What follows belongs to an exercise in optimizing a design on an open flow for small area; a production flow would make more cautious choices.
In this exercise RTL edits were held to simulation tests only and were not proved equivalent to the original.
The flow treats the clock pin as an ideal source. Dropping or thinning the clock tree relies on that and would not hold on a real chip.
Power figures rest on the tool's default switching activity, not on a simulated workload.

==> flow/design.v <==
module ivn_top (
    input clk,
    input reset,
    input [3:0] lane,
    input s,
    input s_valid,
    output [5:0] s_vn,
    output [5:0] s_vn_valid
);
    parameter WAIT = 2'd0;
    parameter STORE = 2'd1;
    parameter LOAD = 2'd2;
    reg [1:0] state;
    reg [1:0] next_state;
    reg [3:0] current_lane;
    reg wen;
    reg load;
    always @(*) begin
        case (state)
        WAIT: begin
            wen = 1'b0;
            load = 1'b0;
            next_state = (current_lane != lane) ? STORE : WAIT;
        end
        STORE: begin
            wen = 1'b1;
            load = 1'b0;
            next_state = LOAD;
        end
        LOAD: begin
            wen = 1'b0;
            load = 1'b1;
            next_state = WAIT;
        end
        default: begin
            wen = 1'b0;
            load = 1'b0;
            next_state = WAIT;
        end
        endcase
    end
    always @(posedge clk) begin
        if (reset) begin
            state <= WAIT;
            current_lane <= 4'd0;
        end else begin
            state <= next_state;
            if (load)
                current_lane <= lane;
        end
    end
    reg [3:0] pe;
    wire b0 = pe[3];
    wire a = pe[2];
    wire c = pe[1];
    wire t = pe[0];
    wire v1 = a | c;
    wire v0 = v1 | t;
    reg [3:0] mem [0:15];
    wire [3:0] addr = load ? lane : current_lane;
    wire [3:0] rd [0:15];
    genvar i;
    generate
        for (i = 0; i < 16; i = i + 1) begin : g_mem
            wire sel = (addr == i);
            wire we = wen & sel;
            assign rd[i] = {4{sel}} & mem[i];
            wire hold = ~(we | reset);
            always @(posedge clk)
                mem[i] <= ({4{we}} & pe) | ({4{hold}} & mem[i]);
        end
    endgenerate
    wire [3:0] ld = rd[0] | rd[1] | rd[2] | rd[3] | rd[4] | rd[5] | rd[6] | rd[7]
        | rd[8] | rd[9] | rd[10] | rd[11] | rd[12] | rd[13] | rd[14] | rd[15];
    wire lb0 = ld[3];
    wire la = ld[2];
    wire lc = ld[1];
    wire lt = ld[0];
    wire lv1 = la | lc;
    wire lv0 = lv1 | lt;
    wire x = s;
    wire xv = s_valid;
    wire [3:0] step;
    assign step[3] = x;
    assign step[2] = v1 & xv;
    assign step[1] = v0 & xv & (~v1 | (t ^ b0 ^ x));
    assign step[0] = xv & (~v0 | (b0 ^ x));
    always @(posedge clk) begin
        if (reset)
            pe <= 4'd0;
        else if (load)
            pe <= ld;
        else
            pe <= step;
    end
    assign s_vn = {1'b0, t, c, b0, t, b0};
    assign s_vn_valid[0] = v0 & (load ? (lv0 & (b0 ^ lb0)) : (xv & (b0 ^ x)));
    assign s_vn_valid[1] = v1 & (load ? (lv1 & (t ^ lt)) : (xv & (t ^ b0 ^ x)));
    assign s_vn_valid[2] = load & v1 & ~t & lv1 & ~lt & (b0 ^ lb0);
    assign s_vn_valid[3] = a & (load ? (la & (c ^ lc)) : (xv & (c ^ t ^ b0 ^ x)));
    assign s_vn_valid[4] = load & a & ~c & la & ~lc & (t ^ lt);
    assign s_vn_valid[5] = 1'b0;
endmodule
clock: 10.0 ns
lec_check: 0
abc_area: 1
cap_margin: 0
core_margin: 2
core_utilization: 40
slew_margin: 0
standard.sh (not shown) runs the stock make flow with config.mk's settings and CLKGATE_MAP_FILE= SYNTH_SCRIPT=/design/flow/synth_recipe.tcl, a recipe that flattens the netlist after the stock synthesis.
==> flow/flow/run.sh <==
#!/bin/bash
# Own layout flow: the standard flow (standard.sh) with
#  - synthesis running ABC on an area script (flow/abc.script),
#  - port buffers of the smallest buffer cell,
#  - a clock tree of small clock buffers without dummy loads.
# Each step's full output goes to a log file of its own in this folder.
set -euo pipefail
W=$(pwd)
export OWN_ABC_SCRIPT=$W/flow/abc.script
bash standard.sh SYNTH_SCRIPT=$W/flow/synth.tcl synth > $W/log_synth.txt 2>&1
bash standard.sh SYNTH_SCRIPT=$W/flow/synth.tcl \
  "BUFFER_PORTS_ARGS=-buffer_cell sky130_fd_sc_hd__buf_1" \
  "CTS_ARGS=-sink_clustering_enable -repair_clock_nets -dont_use_dummy_load -sink_clustering_size 20 -sink_clustering_max_diameter 60 -buf_list {sky130_fd_sc_hd__clkbuf_2 sky130_fd_sc_hd__clkbuf_4}" \
  finish > $W/log_layout.txt 2>&1
==> flow/flow/abc.script <==
strash; dc2; &get -n; &st; &dch; &nf -R 1000 -a; &put
==> flow/flow/synth.tcl <==
# The standard synthesis script (synth_recipe.tcl), with Yosys's abc
# pass run on an area-oriented ABC script instead of ORFS's.
proc synth {args} { yosys synth -nofsm -noshare {*}$args }
proc abc {args} {
  set i [lsearch -exact $args -script]
  if {$i >= 0} { lset args [expr {$i + 1}] $::env(OWN_ABC_SCRIPT) }
  yosys abc {*}$args
}
source $::env(SCRIPTS_DIR)/synth.tcl
# left out here: clear keep_hierarchy, flatten, clean up, hide names made inside functions, write 1_2_yosys.v
==> next run, changes <==
--- a/flow/flow/run.sh
+++ b/flow/flow/run.sh
@@ -5 +5,2 @@
-#  - a clock tree of small clock buffers without dummy loads.
+#  - a one-level clock tree of four clock buffers (flow/clock.tcl) in place
+#    of TritonCTS.
@@ -9,0 +11,2 @@
+export OWN_CLKBUF=sky130_fd_sc_hd__clkbuf_8
+export PRE_CTS_TCL=$W/flow/clock.tcl
@@ -13 +16 @@
-  "CTS_ARGS=-sink_clustering_enable -repair_clock_nets -dont_use_dummy_load -sink_clustering_size 20 -sink_clustering_max_diameter 60 -buf_list {sky130_fd_sc_hd__clkbuf_2 sky130_fd_sc_hd__clkbuf_4}" \
+  PRE_CTS_TCL=$W/flow/clock.tcl \
==> flow/flow/clock.tcl (new file) <==
# PRE_CTS hook: replaces TritonCTS with a one-level clock tree. The clock
# sinks are split into four groups (by x, then by y); each group is driven
# by one clock buffer placed at its centroid, and the clock port drives
# the four buffers.
proc own_sink_xy {p} {
  set b [[[sta::sta_to_db_pin $p] getInst] getBBox]
  return [list [expr {([$b xMin] + [$b xMax]) / 2}] [expr {([$b yMin] + [$b yMax]) / 2}]]
}
proc own_split {items idx} {
  set s [lsort -integer -index $idx $items]
  set h [expr {[llength $s] / 2}]
  return [list [lrange $s 0 [expr {$h - 1}]] [lrange $s $h end]]
}
proc clock_tree_synthesis {args} {
  set items {}
  foreach p [get_pins -of_objects [get_nets clk] -filter "direction == input"] {
    set xy [own_sink_xy $p]
    lappend items [list [lindex $xy 0] [lindex $xy 1] [get_full_name $p]]
  }
  set groups {}
  foreach h [own_split $items 0] {
    foreach g [own_split $h 1] { lappend groups $g }
  }
  set k 0
  foreach g $groups {
    set sx 0
    set sy 0
    set pins {}
    foreach it $g {
      set sx [expr {$sx + [lindex $it 0]}]
      set sy [expr {$sy + [lindex $it 1]}]
      lappend pins [get_pins [lindex $it 2]]
    }
    set n [llength $g]
    set loc [list [expr {$sx / $n / 1000.0}] [expr {$sy / $n / 1000.0}]]
    puts "clock group $k: $n sinks, buffer at $loc"
    insert_buffer -buffer_cell $::env(OWN_CLKBUF) -net clk -load_pins $pins \
      -location $loc -buffer_name clkbuf_leaf_$k -net_name clknet_leaf_$k
    incr k
  }
  foreach net [[ord::get_db_block] getNets] {
    if {[string match clknet_leaf_* [$net getName]] || [$net getName] eq "clk"} {
      $net setSigType CLOCK
    }
  }
  set_propagated_clock [all_clocks]
}
- CAP_MARGIN: 0 -> 20
- SLEW_MARGIN: 0 -> 20
Result: The new run went through all stages and came out clean; area after synthesis does not change; wire length went down by 1.3%; critical path depth does not change; sequential power is about the same; clock skew went down by 0.021 ns; cell area went down by 0.39%; global-route usage went down by 1.3 points; setup slack is better by 0.0085 ns.
==> next run, changes <==
--- a/flow/flow/run.sh
+++ b/flow/flow/run.sh
@@ -4,0 +5 @@
+#  - synthesis buffers removed before placement (flow/preplace.tcl),
@@ -12,0 +14 @@
+export PRE_GLOBAL_PLACE_TCL=$W/flow/preplace.tcl
@@ -16 +18 @@
-  PRE_CTS_TCL=$W/flow/clock.tcl \
+  PRE_CTS_TCL=$W/flow/clock.tcl PRE_GLOBAL_PLACE_TCL=$W/flow/preplace.tcl \
==> flow/flow/preplace.tcl (new file) <==
# PRE_GLOBAL_PLACE hook: remove synthesis's buffers (as timing-driven global
# placement does) before the ports get their buffers.
remove_buffers
- GPL_TIMING_DRIVEN: unset -> 0
Outcome: The changed run went through all stages and came out clean. Global-route usage decreases by 0.69 points. Combinational power decreases by 5.2%. Clock skew increases by 0.0046 ns. Sequential cell count does not change. Worst setup slack loses 0.022 ns. Design area decreases by 0.43%. Routed wire length decreases by 3.0%. Sequential share of layout area increases by 0.20 points. Utilization decreases by 0.19 points. Maximum frequency decreases by about 0.33%.
==> next run, changes <==
--- a/flow/flow/run.sh
+++ b/flow/flow/run.sh
@@ -5,3 +5 @@
-#  - synthesis buffers removed before placement (flow/preplace.tcl),
-#  - a one-level clock tree of four clock buffers (flow/clock.tcl) in place
-#    of TritonCTS.
+#  - a clock tree of small clock buffers without dummy loads.
@@ -12,3 +9,0 @@
-export OWN_CLKBUF=sky130_fd_sc_hd__clkbuf_8
-export PRE_CTS_TCL=$W/flow/clock.tcl
-export PRE_GLOBAL_PLACE_TCL=$W/flow/preplace.tcl
@@ -18 +13 @@
-  PRE_CTS_TCL=$W/flow/clock.tcl PRE_GLOBAL_PLACE_TCL=$W/flow/preplace.tcl \
+  "CTS_ARGS=-sink_clustering_enable -repair_clock_nets -dont_use_dummy_load -sink_clustering_size 20 -sink_clustering_max_diameter 60 -buf_list {sky130_fd_sc_hd__clkbuf_2 sky130_fd_sc_hd__clkbuf_4}" \
- GPL_TIMING_DRIVEN: 0 -> unset
removed: flow/flow/clock.tcl
removed: flow/flow/preplace.tcl
Via count grows by 1.3%.
Design area grows by 0.83%.
Clock power grows by about 10%.
Die area stays the same.
Hold slack is worse by 0.0031 ns.
The clock cells of the second and third runs of this note come from the design's own scripts or RTL, not from TritonCTS.

## build 57
ivn_top, a different RTL version from the one above (not shown whole).
For scale: roughly 310 cells after synthesis, about 74 flip-flops, roughly 20 I/O pins, ~3000 um2 of cells after synthesis.
Settings: LEC_CHECK=0, ABC_AREA=1, CAP_MARGIN=20, CORE_MARGIN=2, CORE_UTILIZATION=70, GPL_TIMING_DRIVEN=0, PLACE_DENSITY=0.8, SLEW_MARGIN=20; clock period 10.0 ns.
==> flow/flow/run.sh <==
#!/bin/bash
# Own layout flow: the standard flow (standard.sh) with
#  - synthesis running ABC on an area script (flow/abc.script),
#  - port buffers of the smallest buffer cell,
#  - a clock tree of small clock buffers without dummy loads.
# Each step's full output goes to a log file of its own in this folder.
set -euo pipefail
W=$(pwd)
export OWN_ABC_SCRIPT=$W/flow/abc.script
bash standard.sh SYNTH_SCRIPT=$W/flow/synth.tcl synth > $W/log_synth.txt 2>&1
bash standard.sh SYNTH_SCRIPT=$W/flow/synth.tcl \
  "BUFFER_PORTS_ARGS=-buffer_cell sky130_fd_sc_hd__buf_1" \
  "CTS_ARGS=-sink_clustering_enable -repair_clock_nets -dont_use_dummy_load -buf_list {sky130_fd_sc_hd__clkbuf_2 sky130_fd_sc_hd__clkbuf_4}" \
  finish > $W/log_layout.txt 2>&1
Scripts as last shown in full above: flow/flow/abc.script, flow/flow/synth.tcl
Build 57 went all the way through the flow, and no timing, DRC or antenna check failed.
> inputs changed (build 57 -> build 55)
- a deleted GPL_TIMING_DRIVEN that had been 0
- a change of CORE_UTILIZATION from 70 to 40
- a deleted PLACE_DENSITY that had been 0.8
--- a/flow/flow/run.sh
+++ b/flow/flow/run.sh
@@ -12,3 +12,3 @@
   "BUFFER_PORTS_ARGS=-buffer_cell sky130_fd_sc_hd__buf_1" \
-  "CTS_ARGS=-sink_clustering_enable -repair_clock_nets -dont_use_dummy_load -buf_list {sky130_fd_sc_hd__clkbuf_2 sky130_fd_sc_hd__clkbuf_4}" \
+  "CTS_ARGS=-sink_clustering_enable -repair_clock_nets -dont_use_dummy_load -sink_clustering_size 20 -sink_clustering_max_diameter 60 -buf_list {sky130_fd_sc_hd__clkbuf_2 sky130_fd_sc_hd__clkbuf_4}" \
   finish > $W/log_layout.txt 2>&1
## What came out
- Build 55 vs. build 57: cell area after layout went up by 15 um2.
- Share of the clock period used by the worst path came out lower on build 55 than on build 57.
- Summary — part of the total power dissipated in the clock network, build 55 relative to build 57: lower, by 0.3 points.
- Summary: with build 57 as the reference, total wire length in build 55 moved up by a few percent.
Here is what was changed in the inputs of build 17 compared with build 55.
--- a/flow/flow/run.sh
+++ b/flow/flow/run.sh
@@ -12,3 +12,3 @@
   "BUFFER_PORTS_ARGS=-buffer_cell sky130_fd_sc_hd__buf_1" \
-  "CTS_ARGS=-sink_clustering_enable -repair_clock_nets -dont_use_dummy_load -sink_clustering_size 20 -sink_clustering_max_diameter 60 -buf_list {sky130_fd_sc_hd__clkbuf_2 sky130_fd_sc_hd__clkbuf_4}" \
+  "CTS_ARGS=-sink_clustering_enable -repair_clock_nets -dont_use_dummy_load -sink_clustering_size 30 -sink_clustering_max_diameter 100 -buf_list {sky130_fd_sc_hd__clkbuf_4 sky130_fd_sc_hd__clkbuf_8}" \
   finish > $W/log_layout.txt 2>&1
## What came out
Relative to build 55, the final cell area reported for build 17 is higher. Build 55 -> build 17: first-pass GRT wire length flat. From build 55 to build 17 the numbers moved as follows: utilization saw an increase, clock share of power saw an increase, combinational group share of total power saw a decrease.

[re-timing with driven ports]
In the flow no input, the clock included, has a driving cell. The finished layouts below were timed again as built, in two steps.
Step 1 assumes that a clkbuf_16 drives the clock port and a buf_2 every other input.
Step 2 adds t to the input delays and takes it off the output delays; t is the mean of the earliest and latest rising clock arrival at the registers after step 1. Input paths then give back, and output paths get back, about the clock's delay inside the block.
Slacks: no drivers / after step 1 / after step 2; pairs: no drivers / after step 1.
run	t, ns	setup WS [ns]	worst data-port slew with drivers (ns)
the first run of note 1	0.431	3.418 / 3.391 / 3.391	0.03
the second run of note 1	0.227	3.426 / 3.400 / 3.400	0.03
the third run of note 1	0.228	3.405 / 3.385 / 3.385	0.03
the fourth run of note 1	0.431	3.418 / 3.391 / 3.391	0.03
build 57	0.440	3.368 / 3.344 / 3.344	0.03
build 55	0.424	3.528 / 3.503 / 3.503	0.03
build 17	0.374	3.519 / 3.494 / 3.494	0.03
After both steps setup and hold are still met in every run listed.
